This design comes from an exercise in tuning for small area, a short achievable clock period and few clock cycles per item on the open sky130 flow, not from production work. Where RTL was checked, it was by simulation tests only, not by an equivalence proof against the original. Power and IR drop assume default switching activity.

== before ==
==> flow/design.v <==
`timescale 1ns / 1ps
module BkCarry #(parameter WIDTH = 17, parameter LOGW = 5) (
    input  [WIDTH-1:0] p,
    input  [WIDTH-1:0] g,
    input              ci,
    output [WIDTH-1:0] co
);
    integer i, j;
    reg [WIDTH-1:0] pp, gg;
    always @* begin
        pp = p;
        gg = g;
        gg[0] = g[0] | (p[0] & ci);
        for (i = 1; i <= LOGW; i = i + 1) begin
            for (j = 2**i - 1; j < WIDTH; j = j + 2**i) begin
                gg[j] = gg[j] | (pp[j] & gg[j - 2**(i-1)]);
                pp[j] = pp[j] & pp[j - 2**(i-1)];
            end
        end
        for (i = LOGW; i > 0; i = i - 1) begin
            for (j = 2**i + 2**(i-1) - 1; j < WIDTH; j = j + 2**i) begin
                gg[j] = gg[j] | (pp[j] & gg[j - 2**(i-1)]);
                pp[j] = pp[j] & pp[j - 2**(i-1)];
            end
        end
    end
    assign co = gg;
endmodule
`timescale 1ns / 1ps
module Lzc16 (
    input  [15:0] x,
    output [3:0]  n
);
    wire       z3 = ~|x[15:8];
    wire [7:0] y8 = z3 ? x[7:0] : x[15:8];
    wire       z2 = ~|y8[7:4];
    wire [3:0] y4 = z2 ? y8[3:0] : y8[7:4];
    wire       z1 = ~|y4[3:2];
    wire [1:0] y2 = z1 ? y4[1:0] : y4[3:2];
    wire       z0 = ~y2[1];
    assign n = {z3, z2, z1, z0};
endmodule
module PrefixOr16 (
    input  [15:0] x,
    output [15:0] y
);
    wire [15:0] l1 = x  | {x[14:0], 1'b0};
    wire [15:0] l2 = l1 | {l1[13:0], 2'b0};
    wire [15:0] l3 = l2 | {l2[11:0], 4'b0};
    assign y       = l3 | {l3[7:0], 8'b0};
endmodule
`timescale 1ns / 1ps
module ALU_16bit (
    input              clk,
    input              rst,
    input              start,
    input       [3:0]  op,
    input  signed [15:0] A,
    input  signed [15:0] B,
    output reg signed [15:0] Z_low,
    output     signed [15:0] Z_high,
    output reg         valid
);
    reg  [15:0] zh_r;
    reg         zh_ext;
    assign Z_high = zh_r | {16{zh_ext & Z_low[15]}};
    reg        s_mul;      
    reg        s_norm;     
    reg        s_iter;     
    reg        s_fix;      
    reg  [3:0] cnt;
    reg        d_one, d_two, d_neg;    
    reg        f_one, f_two, f_neg;    
    reg        triv;       
    wire idle   = ~(s_mul | s_norm | s_iter | s_fix);
    wire go     = start & idle;
    wire op_mul = (op == 4'b0010);
    wire op_div = (op == 4'b0011);
    wire sign_a = A[15];
    wire sign_b = B[15];
    wire sign_q = A[15] ^ B[15];
    reg  sa_r, sb_r, sq_r;
    wire dz     = ~|B;
    wire [15:0] xa = {A[14:0] ^ {15{sign_a}}, 1'b1};
    wire [15:0] xb = {B[14:0] ^ {15{sign_b}}, 1'b1};
    wire [3:0]  ca1, cb1;
    Lzc16 lza (.x(xa), .n(ca1));
    Lzc16 lzb (.x(xb), .n(cb1));
    wire        npw   = sign_a & ~|({A[14:0], 1'b0} & ~A);
    wire [5:0]  u_k   = {2'b00, cb1} - {2'b00, ca1} + {5'd0, npw};       
    wire        trivial = u_k[5];                      
    wire        t_zero = A[15] & ~A[14] & (&B);
    wire [3:0]  u_ld  = u_k[3:0] | {4{t_zero}};        
    wire [16:0] a_ext  = {A, 1'b0};
    wire [1:0]  nxt_j  = s_mul ? {1'b1, ~cnt[1]} : 2'd1;
    wire [2:0]  trp_lo = a_ext[{nxt_j, 2'b00} +: 3];
    wire [2:0]  trp_hi = a_ext[{nxt_j, 2'b10} +: 3];
    wire n_one = trp_lo[1] ^ trp_lo[0];
    wire n_two = (trp_lo == 3'b011) | (trp_lo == 3'b100);
    wire n_neg = trp_lo[2] & ~(trp_lo[1] & trp_lo[0]);
    wire m_one = trp_hi[1] ^ trp_hi[0];
    wire m_two = (trp_hi == 3'b011) | (trp_hi == 3'b100);
    wire m_neg = trp_hi[2] & ~(trp_hi[1] & trp_hi[0]);
    wire        r_neg  = zh_r[15];                  
    wire        fix_sb = r_neg & sq_r;
    wire [19:0] ax = ({20{s_mul}}  & {{4{zh_r[15]}}, zh_r})
                   | ({20{s_iter}} & {{3{zh_r[15]}}, zh_r, Z_low[15]})
                   | ({20{s_fix}}  & ({{4{zh_r[15]}}, zh_r} ^ {20{sa_r}}))
                   | ({20{idle & A[1]}} & {{3{B[15]}}, B, 1'b0});
    wire e1   = (s_mul & d_one) | s_iter | (s_fix & r_neg) | (idle & A[0]);
    wire e2   = s_mul & d_two;
    wire inv  = (s_mul & d_neg) | (s_iter & ~(sb_r ^ r_neg)) | (s_fix & fix_sb);
    wire h1   = (s_mul & f_one) | (idle & A[2]);
    wire h2   = (s_mul & f_two) | (idle & A[3] & ~A[2]);
    wire hinv = (s_mul & f_neg) | (idle & A[3]);
    wire        mul_any = s_mul | idle;
    wire [17:0] by18 = (({18{e1}} & {{2{B[15]}}, B}) | ({18{e2}} & {B[15], B, 1'b0})) ^ {18{inv}};
    wire [19:0] by  = {{2{by18[17]}}, by18};
    wire [17:0] hy  = ((({18{h1}} & {{2{B[15]}}, B}) | ({18{h2}} & {B[15], B, 1'b0})) ^ {18{hinv}});
    wire [19:0] ty  = {hy, hinv, mul_any & inv};
    wire [19:0] cs_s = ax ^ by ^ ty;
    wire [19:0] cs_c = {(ax[18:0] & by[18:0]) | (ax[18:0] & ty[18:0]) | (by[18:0] & ty[18:0]),
                        (mul_any & hinv) | (s_fix & fix_sb)};
    wire        a_ci = mul_any ? hinv : (s_iter ? inv : sa_r);
    wire [20:0] s21 = {cs_s, 1'b1} + {cs_c, a_ci};
    wire [19:0] sum = s21[20:1];
    wire        sub  = op[0] | op[2];              
    wire [16:0] ae   = {A[15], A};
    wire [16:0] be   = {B[15], B} ^ {17{sub}};
    wire [16:0] ap   = ae ^ be;
    wire [16:0] ag   = ae & be;
    wire [16:0] aco;
    BkCarry #(.WIDTH(17), .LOGW(5)) acy (.p(ap), .g(ag), .ci(sub), .co(aco));
    wire [16:0] add  = ap ^ {aco[15:0], sub};
    wire        cn_on = s_norm ? sa_r : sq_r;        
    wire [15:0] zl_or;                                
    PrefixOr16 zpo (.x(Z_low), .y(zl_or));
    wire [15:0] zl_cn = Z_low ^ ({zl_or[14:0], 1'b0} & {16{cn_on}});
    wire        right  = op[0];                    
    wire [15:0] r_in   = s_norm ? zl_cn : A;
    wire [3:0]  s_neg  = 4'd0 - B[3:0];
    wire [3:0]  r_amt  = s_norm ? ~cnt : (right ? s_neg : B[3:0]);
    wire [31:0] r_dbl  = {r_in, r_in} << r_amt;
    wire [15:0] rot    = r_dbl[31:16];
    wire [15:0] hmask  = 16'hFFFF << r_amt;        
    wire [15:0] shr_m  = 16'hFFFF >> B[3:0];
    wire        lt  = add[16];
    wire        eq  = &ap[15:0];
    wire        op_cmp = (op == 4'b0100);
    wire        op_log = (op[3:2] == 2'b01 & op[1:0] != 2'b00) | (op[3:1] == 3'b100);   
    wire        op_shl = (op == 4'b1010);
    wire        op_shr = (op == 4'b1011);
    wire        op_rot = (op[3:1] == 3'b110);
    wire        op_sum = (op[3:1] == 3'b000);                                          
    wire        g_t11 = (op == 4'b0110) | (op == 4'b1000);                      
    wire        g_t01 = (op == 4'b0101) | (op == 4'b1000) | (op == 4'b1001);   
    wire        g_t00 = (op == 4'b0101) | (op == 4'b0111);                      
    reg  [15:0] logic_r;
    integer li;
    always @(*)
        for (li = 0; li < 16; li = li + 1)
            logic_r[li] = A[li] ? (B[li] ? g_t11 : g_t01) : (B[li] ? g_t01 : g_t00);
    wire [15:0] sh_m  = ({16{op_shl}} & hmask) | ({16{op_shr}} & shr_m) | {16{op_rot}};
    wire [15:0] res   = ({16{op_sum}} & add[15:0])
                      | ({16{op_div}} & A)
                      | ({16{op_log}} & logic_r)
                      | (sh_m & rot)
                      | {{15{op_cmp & lt}}, op_cmp & (lt | ~eq)};
    wire take = ~sum[19];                 
    wire sel_mul  = s_mul | (idle & op_mul);
    wire sel_norm = s_norm;
    wire sel_iter = s_iter;
    wire sel_fix  = s_fix;
    wire sel_idle = idle & ~op_mul;
    always @(posedge clk or negedge rst) begin
        if (!rst) begin
            valid  <= 1'b0;
            s_mul  <= 1'b0;
            s_norm <= 1'b0;
            s_iter <= 1'b0;
            s_fix  <= 1'b0;
            cnt    <= 4'd0;
        end else begin
            valid <= 1'b0;
            if (go) begin
                if (op_mul) begin
                    s_mul <= 1'b1;
                    cnt   <= 4'd2;
                end else if (op_div) begin
                    s_norm <= 1'b1;
                    cnt    <= u_ld;
                end else begin
                    valid <= 1'b1;
                end
            end
            if (s_mul) begin
                cnt <= cnt - 4'd1;
                if (cnt[1:0] == 2'd0) begin
                    s_mul <= 1'b0;
                    valid <= 1'b1;
                end
            end
            if (s_norm) begin
                s_norm <= 1'b0;
                if (triv)
                    valid  <= 1'b1;
                else
                    s_iter <= 1'b1;
            end
            if (s_iter) begin
                cnt <= cnt - 4'd1;
                if (cnt[3:0] == 4'd0) begin
                    s_iter <= 1'b0;
                    if (sq_r | sa_r | ~take)
                        s_fix <= 1'b1;
                    else
                        valid <= 1'b1;
                end
            end
            if (s_fix) begin
                s_fix <= 1'b0;
                valid <= 1'b1;
            end
        end
    end
    always @(posedge clk) begin
        d_one <= n_one;
        d_two <= n_two;
        d_neg <= n_neg;
        f_one <= m_one;
        f_two <= m_two;
        f_neg <= m_neg;
        triv  <= trivial | dz;
        sa_r  <= sign_a;
        sb_r  <= sign_b;
        sq_r  <= sign_q;
        zh_r   <= ({16{sel_mul}}  & sum[19:4])
                | ({16{sel_norm}} & (triv ? A : (rot & ~hmask)))
                | ({16{sel_iter | sel_fix}} & sum[15:0])
                | ({16{sel_idle & op_div}} & A);
        zh_ext <= sel_idle & op_sum;
        Z_low  <= ({16{sel_mul}}  & {sum[3:0], Z_low[15:4]})
                | ({16{sel_norm}} & (triv ? {16{dz}} : (rot & hmask)))
                | ({16{sel_iter}} & {Z_low[14:0], take})
                | ({16{sel_fix}}  & zl_cn)
                | ({16{sel_idle}} & res);
    end
endmodule
export LEC_CHECK = 0
export ABC_AREA = 1
export CAP_MARGIN = 20
export CORE_MARGIN = 2
export CORE_UTILIZATION = 40
export SETUP_SLACK_MARGIN = 1.3
export SLEW_MARGIN = 20
create_clock -name core_clock -period 6.0 [get_ports {clk}]
standard.sh (not shown) runs the stock make flow with config.mk's settings and CLKGATE_MAP_FILE= SYNTH_SCRIPT=/design/flow/synth_recipe.tcl, a recipe that flattens the netlist after the stock synthesis.
==> flow/flow/run.sh <==
#!/bin/bash
# The standard layout, except that the ports are buffered with buf_2 cells
# instead of the default delay-type buffer.  Each tool's output is in
# standard.log (make) and orfs/logs/.
export BUFFER_PORTS_ARGS="-buffer_cell sky130_fd_sc_hd__buf_2"
bash standard.sh > standard.log 2>&1
### before -> after
--- a/flow/design.v
+++ b/flow/design.v
@@ -117,7 +117,7 @@
     wire [17:0] by18 = (({18{e1}} & {{2{B[15]}}, B}) | ({18{e2}} & {B[15], B, 1'b0})) ^ {18{inv}};
     wire [19:0] by  = {{2{by18[17]}}, by18};
     wire [17:0] hy  = ((({18{h1}} & {{2{B[15]}}, B}) | ({18{h2}} & {B[15], B, 1'b0})) ^ {18{hinv}});
-    wire [19:0] ty  = {hy, hinv, mul_any & inv};
+    wire [19:0] ty  = mul_any ? {hy, hinv, inv} : 20'd0;
     wire [19:0] cs_s = ax ^ by ^ ty;
     wire [19:0] cs_c = {(ax[18:0] & by[18:0]) | (ax[18:0] & ty[18:0]) | (by[18:0] & ty[18:0]),
                         (mul_any & hinv) | (s_fix & fix_sb)};
@@ -137,9 +137,8 @@
     PrefixOr16 zpo (.x(Z_low), .y(zl_or));
     wire [15:0] zl_cn = Z_low ^ ({zl_or[14:0], 1'b0} & {16{cn_on}});
     wire        right  = op[0];                    
-    wire [15:0] r_in   = s_norm ? zl_cn : A;
-    wire [3:0]  s_neg  = 4'd0 - B[3:0];
-    wire [3:0]  r_amt  = s_norm ? ~cnt : (right ? s_neg : B[3:0]);
+    wire [15:0] r_in   = s_norm ? zl_cn : (right ? {A[14:0], A[15]} : A);
+    wire [3:0]  r_amt  = (B[3:0] ^ {4{right}}) & {4{~s_norm}} | (~cnt & {4{s_norm}});
     wire [31:0] r_dbl  = {r_in, r_in} << r_amt;
     wire [15:0] rot    = r_dbl[31:16];
     wire [15:0] hmask  = 16'hFFFF << r_amt;        
==> results.txt <==
before → after: net switching component of the power grew by 31%, maximum frequency shows a reduction of about 1.3%, combinational power saw an increase. Total number of vias, before and after: lower on before. after ended up with more standard cells than before. According to the power report, total power for after is higher than for before. The final layout from after, which completed every stage, passed the timing, DRC and antenna checks at the end of the flow. after ended up with a lower setup slack than before did. Count of placed standard cells including taps for after: 0.69% up relative to before. Comparing the two runs side by side, after comes out ahead of before on placed wire-length estimate after detailed placement. Looking only at post-placement worst setup slack, and setting everything else aside, the lower value of before and after goes to after. Synthesized cell count grows slightly when moving from before to after.
Testbench counts of after, summed over its fixed seeds: cycles 36,454, items 24,000.
For before, only the layout was checked, not whether the RTL still works.

* * *

Setup of old:
ALU_16bit, a different RTL version from the one above (not shown whole).
Size: ~1,700 cells after synthesis, about 52 flip-flops, about 72 I/O pins, about 10,000 µm² of cells after synthesis.
==> flow/config.mk <==
export PLATFORM = sky130hd
export DESIGN_NAME = ALU_16bit
export DESIGN_NICKNAME = ALU_16bit
export VERILOG_FILES = /design/flow/design.v
export SDC_FILE = /design/flow/constraint.sdc
export NUM_CORES = 4
export LEC_CHECK = 0
export ABC_AREA = 1
export CAP_MARGIN = 20
export CORE_MARGIN = 2
export CORE_UTILIZATION = 40
export SETUP_SLACK_MARGIN = 1.3
export SLEW_MARGIN = 20
==> flow/constraint.sdc <==
create_clock -name core_clock -period 6.0 [get_ports {clk}]
set_input_delay 1.2000 -clock core_clock [delete_from_list [all_inputs] [get_ports {clk}]]
set_output_delay 1.2000 -clock core_clock [all_outputs]
set_load 0.01 [all_outputs]
Scripts as last shown in full above: flow/flow/run.sh
Testbench counts of old, summed over its fixed seeds: cycles 36,454, items 24,000.
What new does differently from old at the input level:
diff --git a/flow/design.v b/flow/design.v
--- a/flow/design.v
+++ b/flow/design.v
@@ -114,20 +114,17 @@
     wire h2   = (s_mul & f_two) | (idle & A[3] & ~A[2]);
     wire hinv = (s_mul & f_neg) | (idle & A[3]);
     wire        mul_any = s_mul | idle;
     wire [17:0] by18 = (({18{e1}} & {{2{B[15]}}, B}) | ({18{e2}} & {B[15], B, 1'b0})) ^ {18{inv}};
     wire [19:0] by  = {{2{by18[17]}}, by18};
     wire [17:0] hy  = ((({18{h1}} & {{2{B[15]}}, B}) | ({18{h2}} & {B[15], B, 1'b0})) ^ {18{hinv}});
     wire [19:0] ty  = mul_any ? {hy, hinv, inv} : 20'd0;
-    wire [19:0] cs_s = ax ^ by ^ ty;
-    wire [19:0] cs_c = {(ax[18:0] & by[18:0]) | (ax[18:0] & ty[18:0]) | (by[18:0] & ty[18:0]),
-                        (mul_any & hinv) | (s_fix & fix_sb)};
     wire        a_ci = mul_any ? hinv : (s_iter ? inv : sa_r);
-    wire [20:0] s21 = {cs_s, 1'b1} + {cs_c, a_ci};
-    wire [19:0] sum = s21[20:1];
+    wire [19:0] c0  = {19'd0, (mul_any & hinv) | (s_fix & fix_sb)};
+    wire [19:0] sum = ax + by + ty + c0 + {19'd0, a_ci};
     wire        sub  = op[0] | op[2];              
     wire [16:0] ae   = {A[15], A};
     wire [16:0] be   = {B[15], B} ^ {17{sub}};
     wire [16:0] ap   = ae ^ be;
     wire [16:0] ag   = ae & be;
     wire [16:0] aco;
     BkCarry #(.WIDTH(17), .LOGW(5)) acy (.p(ap), .g(ag), .ci(sub), .co(aco));
[summary]
old was carried through to the last stage, and its layout satisfied the timing, DRC and antenna checks. new has completed all stages; timing, DRC and antenna checks passed. Cmp new and old / clock share of power / lower: new. new vs old — total non-filler cell area in the finished layout rose about 1.2%. new ended up with a lower number of standard cells in the final layout excluding fillers than old did. The power share of the sequential group in new was lower than what old gave. In the flow results for new and old, the synthesized cell count is larger on old. new vs old — tap cell count dropped 1.8%. new does better than old on wire length. Measured against each other, new and old differ in combinational cell fraction of total power, the higher figure coming from new. On required time reported for the critical path endpoint, new and old are basically level. Of new and old, the lower first-pass GRT wire length belongs to new. When new is set beside old, its routed length on met1 turns out to be 0.83% smaller. Die area | new < old. Global-route met1 utilization, new and old: higher on new.
Function not checked in new: the RTL went through the layout flow alone.

[static timing again, ports no longer ideal]
No port has a modelled driver above. Below, the same layouts with a new extraction and two added sets of constraints.
Step 1 assumes that a clkbuf_16 drives the clock port and a buf_2 every other input.
Step 2 moves the port delays by t, midway between the first and last clock arrival at a register: inputs arrive t later, outputs are due t later. That takes back most of the time a late clock gives input paths.
a / b / c = ideal / step 1 / step 2; a / b = the first two.
| run | shift t [ns] | slack for setup (ns) | hold WS [ns] | worst register clock-pin slew, ns |
|---|---|---|---|---|
| before | 0.359 | 1.448 / 1.474 / 1.115 | 0.586 / 0.586 / 0.586 | 0.08 / 0.08 |
| after | 0.367 | 1.387 / 1.399 / 1.046 | 0.617 / 0.617 / 0.617 | 0.10 / 0.10 |
| old | 0.370 | 1.443 / 1.459 / 1.088 | 0.646 / 0.646 / 0.646 | 0.09 / 0.09 |
| new | 0.358 | 1.372 / 1.391 / 1.033 | 0.633 / 0.633 / 0.633 | 0.08 / 0.08 |
After both steps setup and hold are still met in every run listed. For old, which loses most, drivers alone change the setup slack by +0.016 ns; drivers and shift together by -0.355 ns.
